Background: an optimization exercise with open tools, aiming at small area. Do not read the settings as production practice. Function was checked by simulation only, so behaviour that the tests miss may differ from the original. No activity file was given, so power comes from the tool's default toggle rates.

==> design/flow/design.v <==
module peg_fan (
	input clk,
	input rst,
	input i_valid,
	input [8:0] i_eq,
	input [127:0] i_p,
	output reg [7:0] o_valid,
	output [127:0] o_data
);
	wire [15:0] p0 = i_p[0 +: 16];
	wire [15:0] p1 = i_p[16 +: 16];
	wire [15:0] p2 = i_p[32 +: 16];
	wire [15:0] p3 = i_p[48 +: 16];
	wire [15:0] p4 = i_p[64 +: 16];
	wire [15:0] p5 = i_p[80 +: 16];
	wire [15:0] p6 = i_p[96 +: 16];
	wire [15:0] p7 = i_p[112 +: 16];
	wire e0 = i_eq[0], e1 = i_eq[1], e2 = i_eq[2], e3 = i_eq[3];
	wire e4 = i_eq[4], e5 = i_eq[5], e6 = i_eq[6];
	wire x13 = i_eq[7], x46 = i_eq[8];
	wire x24 = e3 ? e2 : i_eq[7];
	wire x35 = e3 ? e4 : i_eq[8];
	wire a0_both = ~e0 & ~e1;
	wire a0_left = ~e0 & e1;
	wire a6_both = ~e6 & ~e5;
	wire a6_right = ~e6 & e5;
	wire a2_both = ~e1 & ~e3 & ~e2;
	wire a2_right = e1 & ~e3 & ~e2;
	wire a2_left = ~e1 & e3 & ~e2;
	wire a2_byp = ~(a2_both | a2_right | a2_left);
	wire a4_both = ~e3 & ~e5 & ~e4;
	wire a4_right = e3 & ~e5 & ~e4;
	wire a4_left = ~e3 & e5 & ~e4;
	wire a4_byp = ~(a4_both | a4_right | a4_left);
	wire a1_both = e0 & e2 & ~e3 & ~e1;
	wire a1_right = ~a1_both & e2 & ~e3 & ~e1;
	wire a1_left = ~a1_both & ~a1_right & e0 & ~e1;
	wire a5_both = e4 & e6 & ~e3 & ~e5;
	wire a5_left = ~a5_both & e4 & ~e3 & ~e5;
	wire a5_right = ~a5_both & ~a5_left & e6 & ~e5;
	wire a3_both = e1 & e5 & ~x24 & ~x35;
	wire a3_right = ~a3_both & e5 & ~x35;
	wire a3_left = ~a3_both & ~a3_right & e1 & ~x24;
	reg [15:0] r_a0, r_a1, r_a2, r_a4, r_a5, r_a6;
	wire [15:0] n_a0 = (i_valid & a0_left) ? p1 : r_a0;
	wire [15:0] n_a2 = (i_valid & (a2_byp | a2_right)) ? p2 : r_a2;
	wire [15:0] n_a4 = (i_valid & (a4_byp | a4_left)) ? p5 : r_a4;
	wire [15:0] n_a6 = (i_valid & a6_right) ? p6 : r_a6;
	wire [15:0] s01 = p0 + (e0 ? p1 : 16'd0);
	wire [15:0] s23 = p2 + (e2 ? p3 : 16'd0);
	wire [15:0] s45 = p4 + (e4 ? p5 : 16'd0);
	wire [15:0] s67 = p6 + (e6 ? p7 : 16'd0);
	wire [15:0] o0 = e0 ? s01 : n_a0;
	wire [15:0] o2lo = e2 ? s23 : n_a2;
	wire [15:0] o2hi = e2 ? s23 : p3;
	wire [15:0] o4lo = s45;  
	wire [15:0] o4hi = e4 ? s45 : n_a4;
	wire [15:0] o6 = e6 ? s67 : n_a6;
	wire [15:0] n_a1 = (i_valid & a1_left) ? o2lo : (i_valid & a1_right) ? o0 : r_a1;
	wire [15:0] n_a5 = (i_valid & a5_left) ? o6 : (i_valid & a5_right) ? o4hi : r_a5;
	wire [15:0] s1 = o0 + o2lo;
	wire [15:0] o1 = e1 ? s1 : n_a1;
	wire [15:0] s5 = o4hi + o6;
	wire [15:0] o5 = e5 ? s5 : n_a5;
	wire [15:0] l3 = (x13 & e1) ? s1 : x13 ? n_a1 : o2hi;
	wire [15:0] r3 = (x46 & e5) ? s5 : x46 ? n_a5 : o4lo;
	always @ (posedge clk) begin
		if (rst) begin
			r_a0 <= 16'd0;
			r_a1 <= 16'd0;
			r_a2 <= 16'd0;
			r_a4 <= 16'd0;
			r_a5 <= 16'd0;
			r_a6 <= 16'd0;
		end else begin
			r_a0 <= n_a0;
			r_a1 <= n_a1;
			r_a2 <= n_a2;
			r_a4 <= n_a4;
			r_a5 <= n_a5;
			r_a6 <= n_a6;
		end
	end
	wire l1_0 = a1_both | a1_left;
	wire l1_2 = a1_both | a1_right;
	wire l5_4 = a5_both | a5_left;
	wire l5_6 = a5_both | a5_right;
	wire l3_1 = a3_both | a3_left;
	wire l3_5 = a3_both | a3_right;
	wire [7:0] w_v;
	assign w_v[0] = l1_0 | a0_both | a0_left;
	assign w_v[1] = l3_1 | a0_both;
	assign w_v[2] = l1_2 | a2_both | a2_left;
	assign w_v[3] = e3 | a2_both | a2_right;
	assign w_v[4] = l5_4 | a4_both | a4_left;
	assign w_v[5] = l3_5 | a4_both | a4_right;
	assign w_v[6] = l5_6 | a6_both;
	assign w_v[7] = a6_both | a6_right;
	wire [127:0] w_o;
	assign w_o[0 +: 16] = s01;
	assign w_o[16 +: 16] = e1 ? s1 : p1;  
	assign w_o[32 +: 16] = s23;
	assign w_o[48 +: 16] = e3 ? l3 : p3;  
	assign w_o[64 +: 16] = s45;
	assign w_o[80 +: 16] = e5 ? s5 : p5;  
	assign w_o[96 +: 16] = s67;
	assign w_o[112 +: 16] = p7;
	reg [127:0] r_o;
	reg [15:0] r_r3;
	assign o_data[47:0] = r_o[47:0];
	assign o_data[63:48] = r_o[63:48] + r_r3;
	assign o_data[127:64] = r_o[127:64];
	always @ (posedge clk) begin
		o_valid <= i_valid ? w_v : 8'd0;
		r_o <= w_o;
		r_r3 <= e3 ? r3 : 16'd0;
	end
endmodule
module mul8s (input [7:0] a, input [7:0] b, output [15:0] p);
	wire c100;
	wire c102;
	wire c104;
	wire c106;
	wire c108;
	wire c110;
	wire c112;
	wire c114;
	wire c116;
	wire c118;
	wire c120;
	wire c122;
	wire c124;
	wire c126;
	wire c128;
	wire c130;
	wire c132;
	wire c134;
	wire c136;
	wire c138;
	wire c140;
	wire c142;
	wire c144;
	wire c146;
	wire c148;
	wire c150;
	wire c152;
	wire c154;
	wire c156;
	wire c158;
	wire c160;
	wire c66;
	wire c68;
	wire c70;
	wire c72;
	wire c74;
	wire c76;
	wire c78;
	wire c80;
	wire c82;
	wire c84;
	wire c86;
	wire c88;
	wire c90;
	wire c92;
	wire c94;
	wire c96;
	wire c98;
	wire pp1;
	wire pp10;
	wire pp11;
	wire pp12;
	wire pp13;
	wire pp14;
	wire pp15;
	wire pp16;
	wire pp17;
	wire pp18;
	wire pp19;
	wire pp2;
	wire pp20;
	wire pp21;
	wire pp22;
	wire pp23;
	wire pp24;
	wire pp25;
	wire pp26;
	wire pp27;
	wire pp28;
	wire pp29;
	wire pp3;
	wire pp30;
	wire pp31;
	wire pp32;
	wire pp33;
	wire pp34;
	wire pp35;
	wire pp36;
	wire pp37;
	wire pp38;
	wire pp39;
	wire pp4;
	wire pp40;
	wire pp41;
	wire pp42;
	wire pp43;
	wire pp44;
	wire pp45;
	wire pp46;
	wire pp47;
	wire pp48;
	wire pp49;
	wire pp5;
	wire pp50;
	wire pp51;
	wire pp52;
	wire pp53;
	wire pp54;
	wire pp55;
	wire pp56;
	wire pp57;
	wire pp58;
	wire pp59;
	wire pp6;
	wire pp60;
	wire pp61;
	wire pp62;
	wire pp63;
	wire pp64;
	wire pp7;
	wire pp8;
	wire pp9;
	wire s101;
	wire s103;
	wire s105;
	wire s107;
	wire s109;
	wire s111;
	wire s113;
	wire s115;
	wire s117;
	wire s119;
	wire s121;
	wire s123;
	wire s125;
	wire s127;
	wire s129;
	wire s131;
	wire s133;
	wire s135;
	wire s137;
	wire s139;
	wire s141;
	wire s143;
	wire s145;
	wire s147;
	wire s149;
	wire s151;
	wire s153;
	wire s155;
	wire s157;
	wire s159;
	wire s65;
	wire s67;
	wire s69;
	wire s71;
	wire s73;
	wire s75;
	wire s77;
	wire s79;
	wire s81;
	wire s83;
	wire s85;
	wire s87;
	wire s89;
	wire s91;
	wire s93;
	wire s95;
	wire s97;
	wire s99;
	assign pp1 = ~(a[0] | b[0]);
	assign pp2 = ~(a[0] | b[1]);
	assign pp3 = ~(a[0] | b[2]);
	assign pp4 = ~(a[0] | b[3]);
	assign pp5 = ~(a[0] | b[4]);
	assign pp6 = ~(a[0] | b[5]);
	assign pp7 = ~(a[0] | b[6]);
	assign pp8 = a[0] | b[7];
	assign pp9 = ~(a[1] | b[0]);
	assign pp10 = ~(a[1] | b[1]);
	assign pp11 = ~(a[1] | b[2]);
	assign pp12 = ~(a[1] | b[3]);
	assign pp13 = ~(a[1] | b[4]);
	assign pp14 = ~(a[1] | b[5]);
	assign pp15 = ~(a[1] | b[6]);
	assign pp16 = a[1] | b[7];
	assign pp17 = ~(a[2] | b[0]);
	assign pp18 = ~(a[2] | b[1]);
	assign pp19 = ~(a[2] | b[2]);
	assign pp20 = ~(a[2] | b[3]);
	assign pp21 = ~(a[2] | b[4]);
	assign pp22 = ~(a[2] | b[5]);
	assign pp23 = ~(a[2] | b[6]);
	assign pp24 = a[2] | b[7];
	assign pp25 = ~(a[3] | b[0]);
	assign pp26 = ~(a[3] | b[1]);
	assign pp27 = ~(a[3] | b[2]);
	assign pp28 = ~(a[3] | b[3]);
	assign pp29 = ~(a[3] | b[4]);
	assign pp30 = ~(a[3] | b[5]);
	assign pp31 = ~(a[3] | b[6]);
	assign pp32 = a[3] | b[7];
	assign pp33 = ~(a[4] | b[0]);
	assign pp34 = ~(a[4] | b[1]);
	assign pp35 = ~(a[4] | b[2]);
	assign pp36 = ~(a[4] | b[3]);
	assign pp37 = ~(a[4] | b[4]);
	assign pp38 = ~(a[4] | b[5]);
	assign pp39 = ~(a[4] | b[6]);
	assign pp40 = a[4] | b[7];
	assign pp41 = ~(a[5] | b[0]);
	assign pp42 = ~(a[5] | b[1]);
	assign pp43 = ~(a[5] | b[2]);
	assign pp44 = ~(a[5] | b[3]);
	assign pp45 = ~(a[5] | b[4]);
	assign pp46 = ~(a[5] | b[5]);
	assign pp47 = ~(a[5] | b[6]);
	assign pp48 = a[5] | b[7];
	assign pp49 = ~(a[6] | b[0]);
	assign pp50 = ~(a[6] | b[1]);
	assign pp51 = ~(a[6] | b[2]);
	assign pp52 = ~(a[6] | b[3]);
	assign pp53 = ~(a[6] | b[4]);
	assign pp54 = ~(a[6] | b[5]);
	assign pp55 = ~(a[6] | b[6]);
	assign pp56 = a[6] | b[7];
	assign pp57 = a[7] | b[0];
	assign pp58 = a[7] | b[1];
	assign pp59 = a[7] | b[2];
	assign pp60 = a[7] | b[3];
	assign pp61 = a[7] | b[4];
	assign pp62 = a[7] | b[5];
	assign pp63 = a[7] | b[6];
	assign pp64 = ~(a[7] | b[7]);
	assign s65 = pp7 ^ pp14;
	assign c66 = pp7 & pp14;
	assign {c68, s67} = pp8 + pp15 + pp22;
	assign s69 = pp29 ^ pp36;
	assign c70 = pp29 & pp36;
	assign {c72, s71} = pp16 + pp23 + pp30;
	assign {c74, s73} = pp37 + pp44 + pp51;
	assign {c76, s75} = pp24 + pp31 + pp38;
	assign s77 = pp5 ^ pp12;
	assign c78 = pp5 & pp12;
	assign {c80, s79} = pp6 + pp13 + pp20;
	assign s81 = pp27 ^ pp34;
	assign c82 = pp27 & pp34;
	assign {c84, s83} = s65 + pp21 + pp28;
	assign {c86, s85} = pp35 + pp42 + pp49;
	assign {c88, s87} = c66 + s67 + s69;
	assign {c90, s89} = pp43 + pp50 + pp57;
	assign {c92, s91} = c68 + c70 + s71;
	assign {c94, s93} = s73 + pp58 + 1'b1;
	assign {c96, s95} = c72 + c74 + s75;
	assign {c98, s97} = pp45 + pp52 + pp59;
	assign {c100, s99} = c76 + pp32 + pp39;
	assign {c102, s101} = pp46 + pp53 + pp60;
	assign {c104, s103} = pp40 + pp47 + pp54;
	assign s105 = pp4 ^ pp11;
	assign c106 = pp4 & pp11;
	assign {c108, s107} = s77 + pp19 + pp26;
	assign {c110, s109} = c78 + s79 + s81;
	assign {c112, s111} = c80 + c82 + s83;
	assign {c114, s113} = c84 + c86 + s87;
	assign {c116, s115} = c88 + c90 + s91;
	assign {c118, s117} = c92 + c94 + s95;
	assign {c120, s119} = c96 + c98 + s99;
	assign {c122, s121} = c100 + c102 + s103;
	assign {c124, s123} = c104 + pp48 + pp55;
	assign s125 = pp3 ^ pp10;
	assign c126 = pp3 & pp10;
	assign {c128, s127} = s105 + pp18 + pp25;
	assign {c130, s129} = c106 + s107 + pp33;
	assign {c132, s131} = c108 + s109 + pp41;
	assign {c134, s133} = c110 + s111 + s85;
	assign {c136, s135} = c112 + s113 + s89;
	assign {c138, s137} = c114 + s115 + s93;
	assign {c140, s139} = c116 + s117 + s97;
	assign {c142, s141} = c118 + s119 + s101;
	assign {c144, s143} = c120 + s121 + pp61;
	assign {c146, s145} = c122 + s123 + pp62;
	assign {c148, s147} = c124 + pp56 + pp63;
	assign s149 = pp2 ^ pp9;
	assign c150 = pp2 & pp9;
	assign {c152, s151} = s125 + pp17 + c150;
	assign {c154, s153} = c126 + s127 + c152;
	assign {c156, s155} = c128 + s129 + c154;
	assign {c158, s157} = c130 + s131 + c156;
	assign {c160, s159} = c132 + s133 + c158;
	wire [8:0] hs = {1'b1, c148, c146, c144, c142, c140, c138, c136, c134} + {1'b0, pp64, s147, s145, s143, s141, s139, s137, s135} + c160;
	assign p = {hs, s159, s157, s155, s153, s151, s149, pp1};
endmodule
module pe_group # (
	parameter NUM_PEGS = 4,
	parameter NUM_PES = 8,
	parameter LOG2_PES = 3,
	parameter IN_DATA_TYPE = 8,
	parameter OUT_DATA_TYPE = 16)(
		clk,
		rst,
		i_data_valid,
		i_data_bus,
		i_stationary,
		i_dest_bus,
		i_vn_seperator,
		o_data_valid,
		o_data_bus
);
	input clk;
	input rst;
	input [NUM_PEGS -1 : 0] i_data_valid;
	input [NUM_PEGS * NUM_PES * IN_DATA_TYPE -1 : 0] i_data_bus;
	input [NUM_PEGS -1 : 0] i_stationary;
	input [NUM_PEGS * NUM_PES * LOG2_PES -1:0] i_dest_bus;
	input [NUM_PEGS * NUM_PES * LOG2_PES -1:0] i_vn_seperator;
	output [NUM_PEGS * NUM_PES -1:0] o_data_valid;
	output [NUM_PEGS * NUM_PES * OUT_DATA_TYPE -1:0] o_data_bus;
	genvar g;
	generate
		for (g = 0; g < NUM_PEGS; g = g + 1) begin : grp
			peg_slice u_peg (
				.clk(clk),
				.rst(rst),
				.i_valid(i_data_valid[g]),
				.i_stationary(i_stationary[g]),
				.i_data(i_data_bus[g*64 +: 64]),
				.i_dest(i_dest_bus[g*24 +: 24]),
				.i_vn(i_vn_seperator[g*24 +: 24]),
				.o_valid(o_data_valid[g*8 +: 8]),
				.o_data(o_data_bus[g*128 +: 128])
			);
		end
	endgenerate
endmodule
module peg_slice (
	input clk,
	input rst,
	input i_valid,
	input i_stationary,
	input [63:0] i_data,
	input [23:0] i_dest,
	input [23:0] i_vn,
	output [7:0] o_valid,
	output [127:0] o_data
);
	localparam NEQ = 9;
	localparam DEPTH = 6;  
	wire [63:0] w_sel;
	genvar p;
	generate
		for (p = 0; p < 8; p = p + 1) begin : xb
			assign w_sel[p*8 +: 8] = ~i_data[i_dest[p*3 +: 3]*8 +: 8];
		end
	endgenerate
	wire [2:0] v0 = i_vn[0 +: 3];
	wire [2:0] v1 = i_vn[3 +: 3];
	wire [2:0] v2 = i_vn[6 +: 3];
	wire [2:0] v3 = i_vn[9 +: 3];
	wire [2:0] v4 = i_vn[12 +: 3];
	wire [2:0] v5 = i_vn[15 +: 3];
	wire [2:0] v6 = i_vn[18 +: 3];
	wire [2:0] v7 = i_vn[21 +: 3];
	wire w_e3 = (v3 == v4);
	wire [NEQ-1:0] w_eq = {w_e3 ? (v4 == v6) : (v3 == v5), w_e3 ? (v1 == v3) : (v2 == v4),
		v6 == v7, v5 == v6, v4 == v5, w_e3, v2 == v3, v1 == v2, v0 == v1};
	localparam [NEQ-1:0] C_IDLE = 9'b0_0000_1110;
	localparam [NEQ-1:0] C_LOAD = 9'b0_0011_1000;
	wire [NEQ-1:0] w_code = ~i_valid ? C_IDLE : i_stationary ? C_LOAD : w_eq;
	reg [63:0] r_d [1:DEPTH];
	reg [NEQ-1:0] r_eq [1:DEPTH+1];
	integer k;
	always @ (posedge clk) begin
		r_d[1] <= w_sel;
		r_eq[1] <= w_code;
		for (k = 2; k <= DEPTH; k = k + 1) begin
			r_d[k] <= r_d[k-1];
			r_eq[k] <= r_eq[k-1];
		end
		r_eq[DEPTH+1] <= r_eq[DEPTH];
	end
	wire [NEQ-1:0] c6 = r_eq[DEPTH];
	wire [NEQ-1:0] c7 = r_eq[DEPTH+1];
	wire w_ld6 = c6[3] & c6[4] & c6[5] & ~c6[8] & ~c6[1];
	wire w_st7 = ~(c7[3] & ((c7[1] & c7[2] & ~c7[7]) | (c7[4] & c7[5] & ~c7[8])));
	reg [63:0] r_w;
	reg [127:0] r_p;
	wire [127:0] w_p;
	always @ (posedge clk) begin
		if (rst) begin
			r_w <= {64{1'b1}};  
		end else if (w_ld6) begin
			r_w <= r_d[DEPTH];
		end
	end
	generate
		for (p = 0; p < 8; p = p + 1) begin : mul
			mul8s u_mul (.a(r_d[DEPTH][p*8 +: 8]), .b(r_w[p*8 +: 8]), .p(w_p[p*16 +: 16]));
		end
	endgenerate
	always @ (posedge clk) begin
		r_p <= w_p;
	end
	peg_fan u_fan (
		.clk(clk),
		.rst(rst),
		.i_valid(w_st7),
		.i_eq(r_eq[DEPTH+1]),
		.i_p(r_p),
		.o_valid(o_valid),
		.o_data(o_data)
	);
endmodule
==> design/flow/flow/run.sh <==
#!/bin/bash
# The standard layout (the standard.sh, with the standard flow's own synthesis), with the
# buffers that Yosys/ABC put in the netlist removed at floorplan instead of kept.
set -euo pipefail
bash standard.sh REMOVE_ABC_BUFFERS=1 finish > standard_flow.log 2>&1
==> design/flow/standard.sh <==
#!/bin/bash
# synth_recipe.tcl (not shown) runs the flow's synth.tcl, then flattens the netlist and writes it again
# the make line also repeats each setting of config.mk as NAME=value (left out here)
make -C /OpenROAD-flow-scripts/flow DESIGN_CONFIG=/design/flow/config.mk WORK_HOME=/design/flow/orfs CLKGATE_MAP_FILE= SYNTH_SCRIPT=/design/flow/synth_recipe.tcl "${@:-finish}"
==> design/flow/config.mk <==
export PLATFORM = sky130hd
export DESIGN_NAME = pe_group
export DESIGN_NICKNAME = pe_group
export VERILOG_FILES = /design/flow/design.v
export SDC_FILE = /design/flow/constraint.sdc
export NUM_CORES = 4
export LEC_CHECK = 0
export CAP_MARGIN = 20
export CORE_MARGIN = 2
export CORE_UTILIZATION = 68
export CTS_BUF_LIST = sky130_fd_sc_hd__clkbuf_8
export CTS_CLUSTER_DIAMETER = 50
export CTS_CLUSTER_SIZE = 20
export GPL_TIMING_DRIVEN = 0
export SETUP_SLACK_MARGIN = 0.1
export SLEW_MARGIN = 20
==> design/flow/constraint.sdc <==
create_clock -name core_clock -period 5.5 [get_ports {clk}]
set_input_delay 1.1000 -clock core_clock [delete_from_list [all_inputs] [get_ports {clk}]]
set_output_delay 1.1000 -clock core_clock [all_outputs]
set_load 0.01 [all_outputs]
==> run summary <==
-- metal layers --
metal / vias up / wire, microns / GRT usage [%] / part of all wire (%)
li1: 57612 / - / - / -
met1: 60625 / 192000 / 45.8 / 42
met2: 4748 / 206000 / 51.6 / 45
met3: 965 / 37300 / 5.56 / 8.1
met4: 20 / 22100 / 14.2 / 4.8
met5: - / 142 / 0 / 0.031
-- area by class of cell --
type	count	area (sq um)
timing repair inverter	1	5.00
tap	3552	4440
clock buffer	337	4640
multi-input combinational	11113	98800
clock inverter	216	2650
fill	19243	67500
timing repair buffer	1144	11500
antenna	24	60.1
inverter	1808	6860
sequential	3548	71200
-- registers in the layout, indices dropped and copies added (netlist names) --
signal and flops:
grp.u_peg.u_fan.r_a4 64, grp.u_peg.u_fan.r_a0 64, grp.u_peg.r_p 512, grp.u_peg.u_fan.r_a5 64, grp.u_peg.u_fan.r_o 512, grp.u_peg.u_fan.r_a6 64
grp.u_peg.u_fan.r_a1 64, grp.u_peg.r_w 256, grp.u_peg.u_fan.o_valid 32, grp.u_peg.u_fan.r_a2 64, grp.u_peg.r_d 1536, grp.u_peg.r_eq 252
grp.u_peg.u_fan.r_r3 64
-- worst max-delay path, stage by stage, from the launching register on --
cell	delay, ns
dfxtp_4	0.50
clkinvlp_4	0.23
a32oi_4	0.33
nor2_4	0.12
nor2_1	0.23
nand2_4	0.14
mux2_2	0.32
mux2i_1	0.28
inv_1	0.09
ha_1	0.30
a211oi_1	0.32
o21ai_0	0.20
or3_1	0.37
a311o_1	0.34
a21o_1	0.19
a21oi_1	0.25
o21ai_0	0.23
a31oi_1	0.23
xnor2_1	0.16
xnor2_1	0.17
a21oi_1	0.12
-- cells by family (layout without fill, tap and decap cells) --
logic type / after synthesis / count (layout) / synth area share [%]
other: 0 / 24 / 0
xor gates and xnor gates: 710 / 710 / 3.44
buffers and inverters: 3199 / 3506 / 7.51
adders and majority gates: 2272 / 2272 / 21.2
and+or+nand+nor: 4972 / 4972 / 12.4
muxes: 1142 / 1142 / 9.82
AOI/OAI and AO/OA: 2015 / 2017 / 6.89
DFF: 3548 / 3548 / 38.8
-- cell usage after synthesis (18+ instances only) --
cell	n	area share, %
dfxtp_1	3548	39
nor2_1	2362	4.8
inv_1	1795	3.7
fa_1	1372	15
ha_1	900	6.2
nand2_1	861	1.8
clkbuf_1	786	1.6
a21oi_1	728	2.0
or2_2	694	2.4
mux2i_1	526	2.9
mux4_2	512	6.3
buf_4	452	1.9
xnor2_1	407	1.9
o21ai_0	392	1.1
nand3_1	338	0.92
xor2_1	298	1.4
and2_1	222	0.76
a21o_1	216	0.89
buf_1	128	0.26
o21a_1	126	0.52
nor3_1	110	0.30
nor2b_1	105	0.36
mux2_2	104	0.64
nand2b_1	100	0.34
a211oi_1	88	0.36
o21bai_1	85	0.35
o211ai_1	58	0.24
a31oi_1	54	0.18
and3_1	47	0.16
or3_1	31	0.11
o22ai_1	30	0.10
nand4_1	25	0.085
buf_2	24	0.066
o31ai_1	21	0.086
o41ai_1	19	0.091
a211o_1	18	0.086
a311oi_1	18	0.086
nor4_1	18	0.062
-- stage by stage --
stage,setup TNS [ns],total power [mW],utilization [%]
after floorplan,-0.555,46.1,-
after global placement,-,56.4,71.2
after detailed placement,-75.80,56.8,71.5
after CTS,0,73.8,74.4
after global routing,0,77.4,74.8
final,0,74.0,74.8
-- power by group --
part / internal [mW] / total (mW) / switching [mW]
logic: 10.4 / 23.4 / 12.9
clock network: 6.95 / 17.1 / 10.1
registers: 30.1 / 33.5 / 3.38
-- repair_timing --
item,CTS,global route
hold endpoints to repair,0,0
setup endpoints to repair,176,69
pin swaps,21,20
gates resized for setup,112,131
hold buffers,0,0
setup buffers,33,54
gates cloned,2,1
-- worst paths after layout --
kind / start / to / slack, ns / cells past startpoint
setup reg to reg: grp[3].u_peg.r_eq[7][7]$_DFF_P_ / grp[3].u_peg.u_fan.r_o[95]$_DFF_P_ / 0.26 / 20
hold reg to reg: grp[0].u_peg.r_d[1][10]$_DFF_P_ / grp[0].u_peg.r_d[2][10]$_DFF_P_ / 0.30 / 0
setup / recovery: grp[3].u_peg.r_eq[7][7]$_DFF_P_ / grp[3].u_peg.u_fan.r_o[95]$_DFF_P_ / 0.26 / 20
hold / removal: grp[0].u_peg.r_d[1][10]$_DFF_P_ / grp[0].u_peg.r_d[2][10]$_DFF_P_ / 0.30 / 0
==> results.py <==
metrics = {
    "place": {
        "dp_slack_ns": -1.47,
        "place_inst": 21075,
        "dp_hpwl_microns": 354000,
        "postPlaceCellArea_sq_um": 191000,
        "port_buffers": 1001,
        "gp_congestion": 0.963,
    },
    "layout": {
        "finalNonFillerCells": 21743,
        "final_cell_mix": "dfxtp_1, nor2_1, inv_1, fa_1, clkdlybuf4s50_1",
        "nNetsFinal": 20664,
        "mostFrequentLayoutCell": "dfxtp_1",
        "fin_area_sq_um": 200000,
        "area_growth_pct": 9.40,
        "final_layout_size_suffix_gt1_share_pct": 12.4,
    },
    "sta": {
        "min_period_ns": 5.24,
        "whs_ns": 0.298,
        "period_share_pct": 95.3,
        "final.setup.worst_slack_ns": 0.259,
        "setup_violations": 0,
        "slew-limit-headroom_pct": 22.4,
        "skew_ns": 0.0634,
        "rsz0062_at_grt": "yes",
        "finalHoldViolCount": 0,
        "fmax_ghz": 0.191,
        "slew_violations": 0,
        "worst_pin_slew_ns": 1.16,
    },
    "synthesis": {
        "async_flop_share_pct": 0,
        "ys_seq_area_share_pct": 38.8,
        "synthesis.area_sq_um": 183000,
        "yosys_warnings": 6,
        "ys.flop_type": "dfxtp_1",
        "netlist_instances": 17858,
        "synth_cell_types": 91,
        "syn_avg_cell_area_sq_um": 10.2,
        "synth-edff-count": 0,
        "synth-seq-cells": 3548,
    },
    "power": {
        "power_density_nw_per_um2": 370,
        "vdd_drop_max_uv": 363,
        "leakagePower_nw": 89.4,
    },
    "critical_path": {
        "crit_type": "reg -> reg",
        "arrival_ns": 6.22,
        "startpoint_type": "flip-flop",
        "path_max_fanout": 10,
        "end_kind": "flip-flop",
        "cp_data_required_time_ns": 6.48,
    },
    "clock_tree": {
        "cts_made_buffers": 318,
        "cts_tree": "built",
        "path_clk_slew_ns": 0.11,
        "cts_buffer_depth": 4,
        "insertion_delay_ns": 1.11,
        "clk_root_buffer_cell": "clkbuf_8",
        "cts_sinks": 3548,
        "htree_num_levels": 5,
    },
    "routing": {
        "vias": 123970,
        "drtAntennaViolNets": 0,
        "first_pass_iters": 8,
        "wl_microns": 458000,
        "drc": 0,
        "routedWlPerCell_microns": 21.1,
        "drt-initial-drc-count": 10584,
        "viasPerCell": 5.70,
    },
    "die": {
        "die_y_microns": 523,
        "io_pins": 1002,
        "core_area_sq_um": 268000,
        "fp.dieW_microns": 523,
        "rows": 190,
        "dieArea_sq_um": 273000,
        "start_util_pct": 68.4,
    },
    "status": {
        "status": "timing/DRC/antenna clean",
    },
    "global_route": {
        "grt_pass1_wl_microns": 698000,
        "grt_max_degree": 91,
        "antenna_found_initial": 42,
        "grt-ovfl-total": 0,
        "grt_usage_pct": 33.1,
        "first_global_vias": 120668,
    },
    "min_path": {
        "hold_path.class": "reg -> reg",
    },
    "flow_run": {
        "cap_violations": 0,
    },
}

[afterwards: timing with drivers on the ports]
In the flow no input, the clock included, has a driving cell. The finished layout below was timed again as built, in two steps.
Step 1: set_driving_cell puts a clkbuf_16 on clk and a buf_2 on each other input, an assumption about the parent block.
Step 2 also shifts input and output timing later by t, the mid clock arrival at the registers, as if the neighbouring blocks saw the same clock.
Slacks: ideal ports / drivers / drivers and shift; pairs: ideal ports / drivers.
shift t [ns]: 1.194
setup WS [ns]: 0.259 / 0.158 / 0.259
hold WS [ns]: 0.298 / 0.296 / 0.298
worst setup path after step 2: register to register
After both steps this run still meets setup and hold. The setup slack of this run moves by -0.101 ns with the drivers and by 0.000 ns with both steps.
